From an optimization exercise on the open Yosys and OpenROAD flow, aimed at small area, a short achievable clock period and few clock cycles; shortcuts taken in it are not production practice. Function was checked by simulation only, so behaviour that the tests miss may differ from the original. Power figures rest on the tool's default switching activity, not on a simulated workload.

## exp/nickel
==> flow/design.v <==
module divider (
  input clk, rst_n,
  input start,
  input [31:0] div, dsr,
  output [31:0] q, r,
  output err,
  output done
);
  wire idle, align, iter, last, ge, skip;
  datapath dp (
    .clk(clk),
    .div(div), .dsr(dsr),
    .idle(idle), .align(align), .iter(iter),
    .q(q), .r(r), .err(err),
    .ge(ge), .last(last), .skip(skip)
  );
  controller ct (
    .clk(clk), .rst_n(rst_n), .start(start),
    .skip(skip), .last(last),
    .idle(idle), .align(align), .iter(iter), .done(done)
  );
endmodule
module controller (
  input      clk, rst_n,
  input      start,
  input      skip, last,
  output     idle,
  output reg align, iter, done
);
  assign idle = !(align || iter || done);
  always @( posedge clk )
    if( !rst_n ) begin
      align <= 1'b0;
      iter  <= 1'b0;
      done  <= 1'b0;
    end
    else begin
      align <= idle && start;
      iter  <= (align && !skip) || (iter && !last);
      done  <= (align && skip) || (iter && last);
    end
endmodule
module datapath (
  input             clk,
  input      [31:0] div, dsr,
  input             idle, align, iter,
  output reg [31:0] q, r,
  output reg        err,
  output            ge, last, skip
);
  reg [31:0] d;       
  reg  [4:0] k;       
  reg  [4:0] m;       
  reg  [1:0] kdl;     
  reg        kdb;     
  wire [4:0] msb_div, msb_dsr;
  msb32 mdiv ( .x(div), .y(msb_div) );
  msb32 mdsr ( .x(dsr), .y(msb_dsr) );
  wire dsr_zero = ( dsr == 32'd0 );
  wire [5:0] kd;
  sub5 ksub ( .a(k), .b(m), .y(kd) );
  assign skip = err || kd[5];
  wire [31:0] sh0, sh1, sh2, sh3, sh4;
  shl_stage #( .S(1),  .FILL(1'b1) ) st0 ( .x(d),   .s(kdl[0]), .y(sh0) );
  shl_stage #( .S(2),  .FILL(1'b0) ) st1 ( .x(sh0), .s(kdl[1] ^ kdb), .y(sh1) );
  shl_stage #( .S(4),  .FILL(1'b1) ) st2 ( .x(sh1), .s(kd[2]), .y(sh2) );
  shl_stage #( .S(8),  .FILL(1'b0) ) st3 ( .x(sh2), .s(kd[3]), .y(sh3) );
  shl_stage #( .S(16), .FILL(1'b1) ) st4 ( .x(sh3), .s(kd[4]), .y(sh4) );
  wire r_load = idle || ( align && err );
  wire [31:0] gl [0:5];    
  wire [31:0] pl [0:5];
  genvar lv, bi;
  generate
    for( bi = 0; bi < 32; bi = bi + 1 ) begin : pg
      ks_pg0e #( .CARRY_IN( bi == 0 ), .FORCE( bi == 31 ) ) c (
        .r(r[bi]), .d(d[bi]), .en(iter), .f(r_load), .gn(gl[0][bi]), .pn(pl[0][bi]) );
    end
    for( lv = 0; lv < 5; lv = lv + 1 ) begin : ks
      for( bi = 0; bi < 32; bi = bi + 1 ) begin : bt
        if( bi >= (1 << lv) && ( bi < (2 << lv) || lv == 4 ) ) begin : gonly
          if( lv % 2 == 1 ) begin : pn
            ks_pn_g c ( .gh(gl[lv][bi]), .ph(pl[lv][bi]), .gl(gl[lv][bi - (1 << lv)]),
                        .g(gl[lv+1][bi]) );
          end
          else begin : np
            ks_np_g c ( .gh(gl[lv][bi]), .ph(pl[lv][bi]), .gl(gl[lv][bi - (1 << lv)]),
                        .g(gl[lv+1][bi]) );
          end
          assign pl[lv+1][bi] = 1'b0;
        end
        else if( bi >= (1 << lv) ) begin : comb
          if( lv % 2 == 1 ) begin : pn
            ks_pn c ( .gh(gl[lv][bi]), .ph(pl[lv][bi]),
                      .gl(gl[lv][bi - (1 << lv)]), .pl(pl[lv][bi - (1 << lv)]),
                      .g(gl[lv+1][bi]), .p(pl[lv+1][bi]) );
          end
          else begin : np
            ks_np c ( .gh(gl[lv][bi]), .ph(pl[lv][bi]),
                      .gl(gl[lv][bi - (1 << lv)]), .pl(pl[lv][bi - (1 << lv)]),
                      .g(gl[lv+1][bi]), .p(pl[lv+1][bi]) );
          end
        end
        else begin : pass
          assign gl[lv+1][bi] = !gl[lv][bi];
          assign pl[lv+1][bi] = 1'b0;
        end
      end
    end
  endgenerate
  wire [32:0] cy = {gl[5], 1'b1};
  wire [31:1] diff_h;
  xor_late #( .W(31) ) dx ( .x(~( r[31:1] ^ d[31:1] )), .c(cy[31:1]), .y(diff_h) );
  wire [31:0] diff = {diff_h, r[0] ^ d[0]};
  assign ge = cy[32];
  assign last = ( k == m );
  wire [31:0] d_next;
  sel_late #( .W(32) ) dsel ( .s(align), .an(sh4), .b(idle ? dsr : {1'b0, d[31:1]}), .y(d_next) );
  always @( posedge clk )
    d <= d_next;
  always @( posedge clk ) begin
    if( ge )
      r <= idle ? div : ( iter ? diff : 32'd0 );
  end
  always @( posedge clk ) begin
    if( idle ) begin
      k   <= msb_div;
      kdl <= {msb_div[1] ^ msb_dsr[1], msb_div[0] ^ msb_dsr[0]};
      kdb <= !msb_div[0] && msb_dsr[0];
      m   <= msb_dsr;
      q   <= 32'd0;
      err <= dsr_zero;
    end
    else if( iter ) begin
      q <= {q[30:0], ge};
      k <= k - 5'd1;
    end
  end
endmodule
module ks_pn (
  input  gh, ph, gl, pl,
  output g, p
);
  assign g = !( gh || ( ph && gl ) );
  assign p = !( ph && pl );
endmodule
module ks_pn_g (
  input  gh, ph, gl,
  output g
);
  assign g = !( gh || ( ph && gl ) );
endmodule
module ks_np_g (
  input  gh, ph, gl,
  output g
);
  assign g = !( gh && ( ph || gl ) );
endmodule
module ks_np (
  input  gh, ph, gl, pl,
  output g, p
);
  assign g = !( gh && ( ph || gl ) );
  assign p = !( ph || pl );
endmodule
module ks_pg0e #( parameter CARRY_IN = 0, parameter FORCE = 0 ) (
  input  r, d, en, f,
  output gn, pn
);
  wire g = CARRY_IN ? ( r || !d ) : ( r && !d );
  assign gn = !( ( g && en ) || ( FORCE && f ) );
  assign pn = CARRY_IN ? 1'b1 : ( !r && d );
endmodule
module ks_pg0 #( parameter CARRY_IN = 0 ) (
  input  r, d,
  output gn, pn
);
  assign gn = CARRY_IN ? ( !r && d ) : !( r && !d );
  assign pn = CARRY_IN ? 1'b1 : ( !r && d );
endmodule
module sub5 (
  input  [4:0] a, b,
  output [5:0] y
);
  wire [4:0] gl [0:3];    
  wire [4:0] pl [0:3];
  genvar lv, bi;
  generate
    for( bi = 0; bi < 5; bi = bi + 1 ) begin : pg
      ks_pg0 #( .CARRY_IN( bi == 0 ) ) c ( .r(a[bi]), .d(b[bi]), .gn(gl[0][bi]), .pn(pl[0][bi]) );
    end
    for( lv = 0; lv < 3; lv = lv + 1 ) begin : ks
      for( bi = 0; bi < 5; bi = bi + 1 ) begin : bt
        if( bi >= (1 << lv) ) begin : comb
          if( lv % 2 == 1 ) begin : pn
            ks_pn c ( .gh(gl[lv][bi]), .ph(pl[lv][bi]),
                      .gl(gl[lv][bi - (1 << lv)]), .pl(pl[lv][bi - (1 << lv)]),
                      .g(gl[lv+1][bi]), .p(pl[lv+1][bi]) );
          end
          else begin : np
            ks_np c ( .gh(gl[lv][bi]), .ph(pl[lv][bi]),
                      .gl(gl[lv][bi - (1 << lv)]), .pl(pl[lv][bi - (1 << lv)]),
                      .g(gl[lv+1][bi]), .p(pl[lv+1][bi]) );
          end
        end
        else begin : pass
          assign gl[lv+1][bi] = !gl[lv][bi];
          assign pl[lv+1][bi] = 1'b0;
        end
      end
    end
  endgenerate
  wire [5:0] cy = {gl[3], 1'b1};
  wire [4:1] yl;
  xor_late #( .W(4) ) yx ( .x(~( a[4:1] ^ b[4:1] )), .c(cy[4:1]), .y(yl) );
  assign y = {!cy[5], yl, a[0] ^ b[0]};
endmodule
module shl_stage #( parameter S = 1, parameter FILL = 1'b1 ) (
  input  [31:0] x,
  input         s,
  output [31:0] y
);
  assign y = s ? {~x[31-S:0], {S{FILL}}} : ~x;
endmodule
module msb32 (
  input  [31:0] x,
  output [4:0]  y
);
  function [4:0] msb;
    input [31:0] x;
    reg   [31:0] t, oh;
    integer i, b;
    begin
      t = x;
      for( i = 1; i < 32; i = i * 2 )
        t = t | ( t >> i );
      oh = t & ~( t >> 1 );
      for( b = 0; b < 5; b = b + 1 ) begin
        msb[b] = 1'b0;
        for( i = 0; i < 32; i = i + 1 )
          if( i & ( 1 << b ) )
            msb[b] = msb[b] | oh[i];
      end
    end
  endfunction
  assign y = msb(x);
endmodule
module xor_late #( parameter W = 1 ) (
  input  [W-1:0] x, c,
  output [W-1:0] y
);
  assign y = x ^ c;
endmodule
module sel_late #( parameter W = 1 ) (
  input          s,
  input  [W-1:0] an, b,
  output [W-1:0] y
);
  assign y = s ? ~an : b;
endmodule
Settings: LEC_CHECK=0, CAP_MARGIN=5, CORE_MARGIN=2, CORE_UTILIZATION=60, SETUP_SLACK_MARGIN=1.6, SLEW_MARGIN=5, SYNTH_HIERARCHICAL=1; clock period 4.0 ns.
standard.sh (not shown) runs the stock make flow with config.mk's settings and CLKGATE_MAP_FILE= SYNTH_SCRIPT=/design/flow/synth_recipe.tcl, a recipe that flattens the netlist after the stock synthesis.
==> flow/flow/run.sh <==
#!/bin/bash
# The standard layout, with the port buffers that ORFS inserts before global
# placement made as sky130_fd_sc_hd__buf_1 cells rather than the default
# delay buffers; timing repair still resizes them where a path needs it.
set -euo pipefail
bash standard.sh 'BUFFER_PORTS_ARGS=-buffer_cell sky130_fd_sc_hd__buf_1' finish > standard_flow.log 2>&1
Testbench counts of exp/nickel, summed over its fixed seeds: cycles 12,149.
> inputs changed (exp/nickel -> exp/violet)
- SETUP_SLACK_MARGIN changed from 1.6 to 1.5
- CAP_MARGIN changed from 5 to 20
- SLEW_MARGIN changed from 5 to 20
--- outcome ---
dfxtp_4 as the slowest cell on the critical path was reported by exp/nickel, and nor4_4 by exp/violet.
exp/nickel → exp/violet: total routed wirelength went up about 0.7%; final hold slack saw a decrease; setup slack after layout went down.
Final net count (lower): exp/nickel
Compared with exp/nickel, exp/violet shows a lower peak ir drop on the vdd network.
Re number of sequential cells: no difference whatsoever between exp/nickel and exp/violet.
Compared with exp/nickel, in exp/violet proportion of power drawn by the clock network -0.9 points; met2 wire length +about 0.7%; clock tree buffer count of the final layout -1; post-layout minimum cycle time +40 ps.
diff inputs: exp/violet => exp/willow
- SETUP_SLACK_MARGIN: 1.5 -> 1.6
- CORE_UTILIZATION: 60 -> 70
Notes after the runs:
exp/willow ended with less clock network power share than exp/violet. Fmax grows slightly when moving from exp/violet to exp/willow. exp/willow vs exp/violet, power of the sequential group went up by about 2%. exp/willow closes out successfully: all stages finished, all timing, DRC and antenna checks passed. Global-route usage, exp/willow and exp/violet: higher on exp/willow.
Here is what was changed in the inputs of exp/maple compared with exp/willow.
- GPL_ROUTABILITY_DRIVEN now 0, previously not set
Findings:
exp/maple went all the way through synthesis, placement and routing and the layout is clean on timing, DRC and antenna. exp/maple vs. exp/willow: share of total power in the clock network barely changed, count of clock-buffer cells in the layout climbed 5, highest achievable clock rate dropped about 1.3%, worst hold margin climbed 7.0 ps. Relative to exp/willow, the final cell area reported for exp/maple is higher. Looking at non-clock buffer share of cell area, exp/maple sits 0.91 points above exp/willow. NOTE: fraction of met3 tracks used by global routing in exp/maple falls short of that of exp/willow. The final core area utilization number comes out higher for exp/maple vs exp/willow. exp/willow → exp/maple: total wirelength of the detailed-routed design essentially unchanged; number of iterations in the first detailed-routing pass increased 2; worst path setup slack after routing decreased 32 ps.

-- port drivers added, routing unchanged --
How much do the figures lean on ideal ports? The routed layouts below were timed once more, with nothing changed but the port constraints.
Step 1 sets driving cells, clkbuf_16 on the clock port and buf_2 on the other inputs (assumed; they add their load-dependent delay and slew).
Step 2, shift: input delay + t, output delay - t, t = (earliest + latest rising clock arrival at the registers) / 2. This alone moves slack from input paths to output paths.
a / b / c = no drivers / after step 1 / after step 2; a / b = the first two.
run	shift t [ns]	setup WS [ns]	clock arrival spread, ns	worst slew at a driven data input, ns	cell pins on the clock port's net
exp/nickel	0.466	1.607 / 1.607 / 1.226	0.010 / 0.010	0.07	1
exp/violet	0.470	1.568 / 1.589 / 1.122	0.011 / 0.011	0.09	1
exp/willow	0.476	1.602 / 1.617 / 1.152	0.014 / 0.015	0.08	1
exp/maple	0.467	1.570 / 1.584 / 1.117	0.010 / 0.010	0.07	1
After both steps setup and hold are still met in every run listed. The setup slack of exp/maple, which loses most, moves by +0.014 ns with the drivers and by -0.453 ns with both steps.
